This design comes from an exercise in tuning for small area on the open sky130 flow, not from production work.
Where RTL was checked, it was by simulation tests only, not by an equivalence proof against the original.
Power figures rest on the tool's default switching activity, not on a simulated workload.

## uart_secded_top
module uart_secded_top (
  input        clk,
  input        reset_n,              
  input        trans,
  input  [7:0] bus_data_in,
  output       tx,
  output [2:0] tx_status,            
  output       wait_request_write,
  input        rx,
  input        read_en,
  output [2:0] rx_status,            
  output       wait_request_read,
  output [9:0] rx_dout,              
  output       rx_valid              
);
  reg  [4:0] tcnt;
  wire       tick = (tcnt == 5'd26);
  always @(posedge clk or negedge reset_n)
    if (!reset_n) tcnt <= 5'd0;
    else          tcnt <= tick ? 5'd0 : tcnt + 5'd1;
  reg       hol;           
  reg       twr;           
  reg       wn;            
  reg [3:0] nib;
  wire      tx_full, tx_empty, tx_done;
  wire      take = tick & trans & ~tx_full;
  always @(posedge clk or negedge reset_n)
    if (!reset_n) begin
      hol <= 1'b0;
      twr <= 1'b0;
      wn  <= 1'b0;
    end else begin
      wn <= take & hol;
      if (tick) twr <= trans & ~tx_full;
      if (take) hol <= ~hol;
    end
  always @(posedge clk)
    if (take) nib <= hol ? bus_data_in[7:4] : bus_data_in[3:0];
  assign wait_request_write = (trans & ~wn) | tx_full;
  reg [63:0] tr;
  reg [3:0]  twp, trp;
  reg        tfull, tempty;
  wire       tpush = twr & (~tfull | tx_done);
  wire       tpop  = tx_done & ~tempty;
  wire       tins  = tpush & (twp == 4'd15);
  always @(posedge clk)
    tr <= {tr[59:0], tins ? nib : tr[63:60]};
  always @(posedge clk or negedge reset_n)
    if (!reset_n) begin
      twp <= 4'd0; trp <= 4'd0; tfull <= 1'b0; tempty <= 1'b1;
    end else begin
      twp <= twp + {2'd0, tick & tpush, ~(tick & tpush)};
      trp <= trp + {2'd0, tick & tpop,  ~(tick & tpop)};
      if (tick) begin
        if (tpush & ~tpop) begin
          tempty <= 1'b0;
          tfull  <= (twp + 4'd1 == trp);
        end
        if (tpop & ~tpush) begin
          tfull  <= 1'b0;
          tempty <= (trp + 4'd1 == twp);
        end
      end
    end
  assign tx_full  = tfull;
  assign tx_empty = tempty;
  reg [7:0] tu;
  reg       txr;
  ...
Settings: LEC_CHECK=0, CAP_MARGIN=20, CORE_MARGIN=2, CORE_UTILIZATION=40, SLEW_MARGIN=20; clock period 20.0 ns.
standard.sh (not shown) runs the stock make flow with config.mk's settings and CLKGATE_MAP_FILE= SYNTH_SCRIPT=/design/flow/synth_recipe.tcl, a recipe that flattens the netlist after the stock synthesis.
==> flow/flow/run.sh <==
#!/bin/bash
# Standard ORFS layout with smaller port buffers and a leaner clock tree.
set -euo pipefail
export BUFFER_PORTS_ARGS="-buffer_cell sky130_fd_sc_hd__buf_1"
export CTS_ARGS="-sink_clustering_enable -repair_clock_nets -buf_list sky130_fd_sc_hd__clkbuf_8 -root_buf sky130_fd_sc_hd__clkbuf_8 -sink_clustering_size 22 -sink_clustering_max_diameter 40 -dont_use_dummy_load"
bash standard.sh > standard.log 2>&1
The starting point went through all stages and came out clean.
Next try:
==> flow/flow/run.sh (replaced) <==
#!/bin/bash
# Standard ORFS layout with smaller port buffers and a leaner clock tree.
set -euo pipefail
export BUFFER_PORTS_ARGS="-buffer_cell sky130_fd_sc_hd__buf_1"
export CTS_ARGS="-sink_clustering_enable -repair_clock_nets -buf_list sky130_fd_sc_hd__clkbuf_8 -root_buf sky130_fd_sc_hd__clkbuf_8 -sink_clustering_size 18 -sink_clustering_max_diameter 50 -dont_use_dummy_load"
bash standard.sh > standard.log 2>&1
Routed wire length shrinks by 0.64%.
Sequential share of layout area climbs by 0.61 points.
Setup slack is about the same.
Design area fell by 0.94%.
Synthesized cell count is unchanged.
Worst hold slack degrades by 0.0091 ns.
Sequential power stays flat.
Register-to-register slack stays flat.
Maximum frequency hardly moves.
Function was not checked in any run of this note: the RTL went through the layout flow alone.

---

uart_secded_top, a different RTL version from the one above (not shown whole).
Size: roughly 570 cells after synthesis, about 300 flip-flops, roughly 8300 sq um of cells after synthesis.
Design uart_secded_top, start of the top module:
module uart_secded_top (
  input        clk,
  input        reset_n,              
  input        trans,
  input  [7:0] bus_data_in,
  output       tx,
  output [2:0] tx_status,            
  output       wait_request_write,
  input        rx,
  input        read_en,
  output [2:0] rx_status,            
  output       wait_request_read,
  output [9:0] rx_dout,              
  output       rx_valid              
);
  reg  [4:0] tcnt;
  wire       tick = (tcnt == 5'd19);
  always @(posedge clk or negedge reset_n)
    if (!reset_n) tcnt <= 5'd0;
    else          tcnt <= tick ? 5'd0 : {tcnt[3:0], ~(tcnt[4] ^ tcnt[2])};
  function [3:0] db4(input [3:0] q);
    db4 = {q[2:0], q[3] ^ q[2] ^ (q[2:0] == 3'd0)};
  endfunction
  reg       hol;           
  reg       twr;           
  reg [3:0] nib;
  wire      tx_full, tx_empty, tx_done;
  wire      take = tick & trans & ~tx_full;
  always @(posedge clk or negedge reset_n)
    if (!reset_n) begin
      hol <= 1'b0;
      twr <= 1'b0;
    end else begin
      if (tick) twr <= trans & ~tx_full;
      if (take) hol <= ~hol;
    end
  always @(posedge clk)
    if (take) nib <= hol ? bus_data_in[7:4] : bus_data_in[3:0];
  wire wn = (tcnt == 5'd0) & twr & ~hol;
  assign wait_request_write = (trans & ~wn) | tx_full;
  reg [63:0] tr;
  reg [3:0]  trp;
  reg [4:0]  tcnt_q;           
  wire       tfull  = tcnt_q[4];
  ...
==> flow/config.mk <==
export PLATFORM = sky130hd
export DESIGN_NAME = uart_secded_top
export DESIGN_NICKNAME = uart_secded_top
export VERILOG_FILES = /design/flow/design.v
export SDC_FILE = /design/flow/constraint.sdc
export NUM_CORES = 4
export LEC_CHECK = 0
export CAP_MARGIN = 20
export CORE_MARGIN = 2
export CORE_UTILIZATION = 65
export PLACE_DENSITY = 0.75
export SLEW_MARGIN = 20
==> flow/constraint.sdc <==
create_clock -name core_clock -period 20.0 [get_ports {clk}]
set_input_delay 4.0000 -clock core_clock [delete_from_list [all_inputs] [get_ports {clk}]]
set_output_delay 4.0000 -clock core_clock [all_outputs]
set_load 0.01 [all_outputs]
==> flow/flow/run.sh <==
#!/bin/bash
# The standard ORFS layout (standard.sh), with three changes:
#  * synthesis maps with an area-oriented ABC script (flow/abc_area.script)
#    in place of ORFS's speed script; everything else in synthesis is
#    unchanged, so the registers are those of the standard synthesis;
#    adders are left to ABC too (no ORFS adder cell mapping);
#  * port buffers are sky130_fd_sc_hd__buf_1;
#  * the clock tree is built from clkbuf_4 cells, with clkbuf_8 cells driving clusters of up to 20
#    sinks, without dummy loads.
# Each tool's output is in orfs/logs/...; make's output is in standard.log.
set -euo pipefail
HERE=$(pwd)
rm -rf "$HERE/scripts"
cp -r "$FLOW_HOME/scripts" "$HERE/scripts"
cp "$HERE/flow/abc_area.script" "$HERE/scripts/abc_speed.script"
export SCRIPTS_DIR="$HERE/scripts"
export ADDER_MAP_FILE=
export BUFFER_PORTS_ARGS="-buffer_cell sky130_fd_sc_hd__buf_1"
export CTS_ARGS="-sink_clustering_enable -repair_clock_nets -buf_list sky130_fd_sc_hd__clkbuf_4 -root_buf sky130_fd_sc_hd__clkbuf_4 -tree_buf sky130_fd_sc_hd__clkbuf_4 -sink_clustering_buffer sky130_fd_sc_hd__clkbuf_8 -sink_clustering_size 20 -sink_clustering_max_diameter 40 -dont_use_dummy_load"
bash standard.sh > standard.log 2>&1
==> flow/flow/abc_area.script <==
&get -n
&st
&syn2
&dch
&nf -R 1000 -p -a -F 8 -A 8
&put
topo
dnsize -c
The first run finished clean.
Change:
--- a/flow/flow/run.sh
+++ b/flow/flow/run.sh
@@ -8 +8 @@
-#  * the clock tree is built from clkbuf_4 cells, with clkbuf_8 cells driving clusters of up to 20
+#  * the clock tree is built from clkbuf_4 cells in clusters of up to 12
@@ -19 +19 @@
-export CTS_ARGS="-sink_clustering_enable -repair_clock_nets -buf_list sky130_fd_sc_hd__clkbuf_4 -root_buf sky130_fd_sc_hd__clkbuf_4 -tree_buf sky130_fd_sc_hd__clkbuf_4 -sink_clustering_buffer sky130_fd_sc_hd__clkbuf_8 -sink_clustering_size 20 -sink_clustering_max_diameter 40 -dont_use_dummy_load"
+export CTS_ARGS="-sink_clustering_enable -repair_clock_nets -buf_list sky130_fd_sc_hd__clkbuf_4 -root_buf sky130_fd_sc_hd__clkbuf_4 -tree_buf sky130_fd_sc_hd__clkbuf_4 -sink_clustering_size 12 -sink_clustering_max_diameter 45 -dont_use_dummy_load"
After rerunning:
- The changed run ran to the end with no violations
- routed wire length is about the same
- clock-buffer cell count came out higher by 3
- maximum frequency barely changes
- first-iteration DRC count came out lower by 2.1%
- utilization came out lower by 0.97 points
Change:
--- a/flow/flow/run.sh
+++ b/flow/flow/run.sh
@@ -8 +8 @@
-#  * the clock tree is built from clkbuf_4 cells in clusters of up to 12
+#  * the clock tree is built from clkbuf_4 cells in clusters of up to 16
@@ -19 +19 @@
-export CTS_ARGS="-sink_clustering_enable -repair_clock_nets -buf_list sky130_fd_sc_hd__clkbuf_4 -root_buf sky130_fd_sc_hd__clkbuf_4 -tree_buf sky130_fd_sc_hd__clkbuf_4 -sink_clustering_size 12 -sink_clustering_max_diameter 45 -dont_use_dummy_load"
+export CTS_ARGS="-sink_clustering_enable -repair_clock_nets -buf_list sky130_fd_sc_hd__clkbuf_4 -root_buf sky130_fd_sc_hd__clkbuf_4 -tree_buf sky130_fd_sc_hd__clkbuf_4 -sink_clustering_size 16 -sink_clustering_max_diameter 30 -dont_use_dummy_load"
Result: The changed run ran to the end with no violations; utilization goes up by 0.66 points; clock skew goes up by 0.012 ns; synthesized area does not change; total power goes up by about 3.4%.
Change:
--- a/flow/flow/run.sh
+++ b/flow/flow/run.sh
@@ -8 +8 @@
-#  * the clock tree is built from clkbuf_4 cells in clusters of up to 16
+#  * the clock tree is built from clkbuf_4 cells in clusters of up to 12
@@ -19 +19 @@
-export CTS_ARGS="-sink_clustering_enable -repair_clock_nets -buf_list sky130_fd_sc_hd__clkbuf_4 -root_buf sky130_fd_sc_hd__clkbuf_4 -tree_buf sky130_fd_sc_hd__clkbuf_4 -sink_clustering_size 16 -sink_clustering_max_diameter 30 -dont_use_dummy_load"
+export CTS_ARGS="-sink_clustering_enable -repair_clock_nets -buf_list sky130_fd_sc_hd__clkbuf_4 -root_buf sky130_fd_sc_hd__clkbuf_4 -tree_buf sky130_fd_sc_hd__clkbuf_4 -sink_clustering_size 12 -sink_clustering_max_diameter 35 -dont_use_dummy_load"
=> The changed run finished clean; clock skew fell by 0.0035 ns; first-iteration DRC count rose slightly; via count drops slightly; final cell count is lower slightly; clock-buffer cell count shrinks by 5; final area goes down slightly; power drops slightly; fmax hardly moves; sequential power barely changes; critical path depth stays the same.

## port drivers added, routing unchanged
The results above use ideal ports. As a check the final layouts listed here were re-extracted and re-timed, cells and wires unchanged.
Step 1, drivers: a clkbuf_16 drives clk and a buf_2 each remaining input, both assumed.
Step 2, shift: input delay + t, output delay - t, t = (earliest + latest rising clock arrival at the registers) / 2. This alone moves slack from input paths to output paths.
Three values: ideal, step 1, step 2; two values: the first two.
run | shift t [ns] | setup slack, ns | cell pins on the clock port's net
the first run of note 1 | 0.537 | 11.656 / 11.632 / 11.632 | 1
the second run of note 1 | 0.558 | 11.657 / 11.632 / 11.632 | 1
the first run of note 2 | 0.657 | 11.634 / 11.611 / 11.611 | 1
the second run of note 2 | 0.662 | 11.635 / 11.612 / 11.612 | 1
the third run of note 2 | 0.615 | 11.639 / 11.618 / 11.618 | 1
the fourth run of note 2 | 0.612 | 11.641 / 11.617 / 11.617 | 1
After both steps setup and hold are still met in every run listed. For the second run of note 1, which loses most, drivers alone change the setup slack by -0.025 ns; drivers and shift together by -0.025 ns.
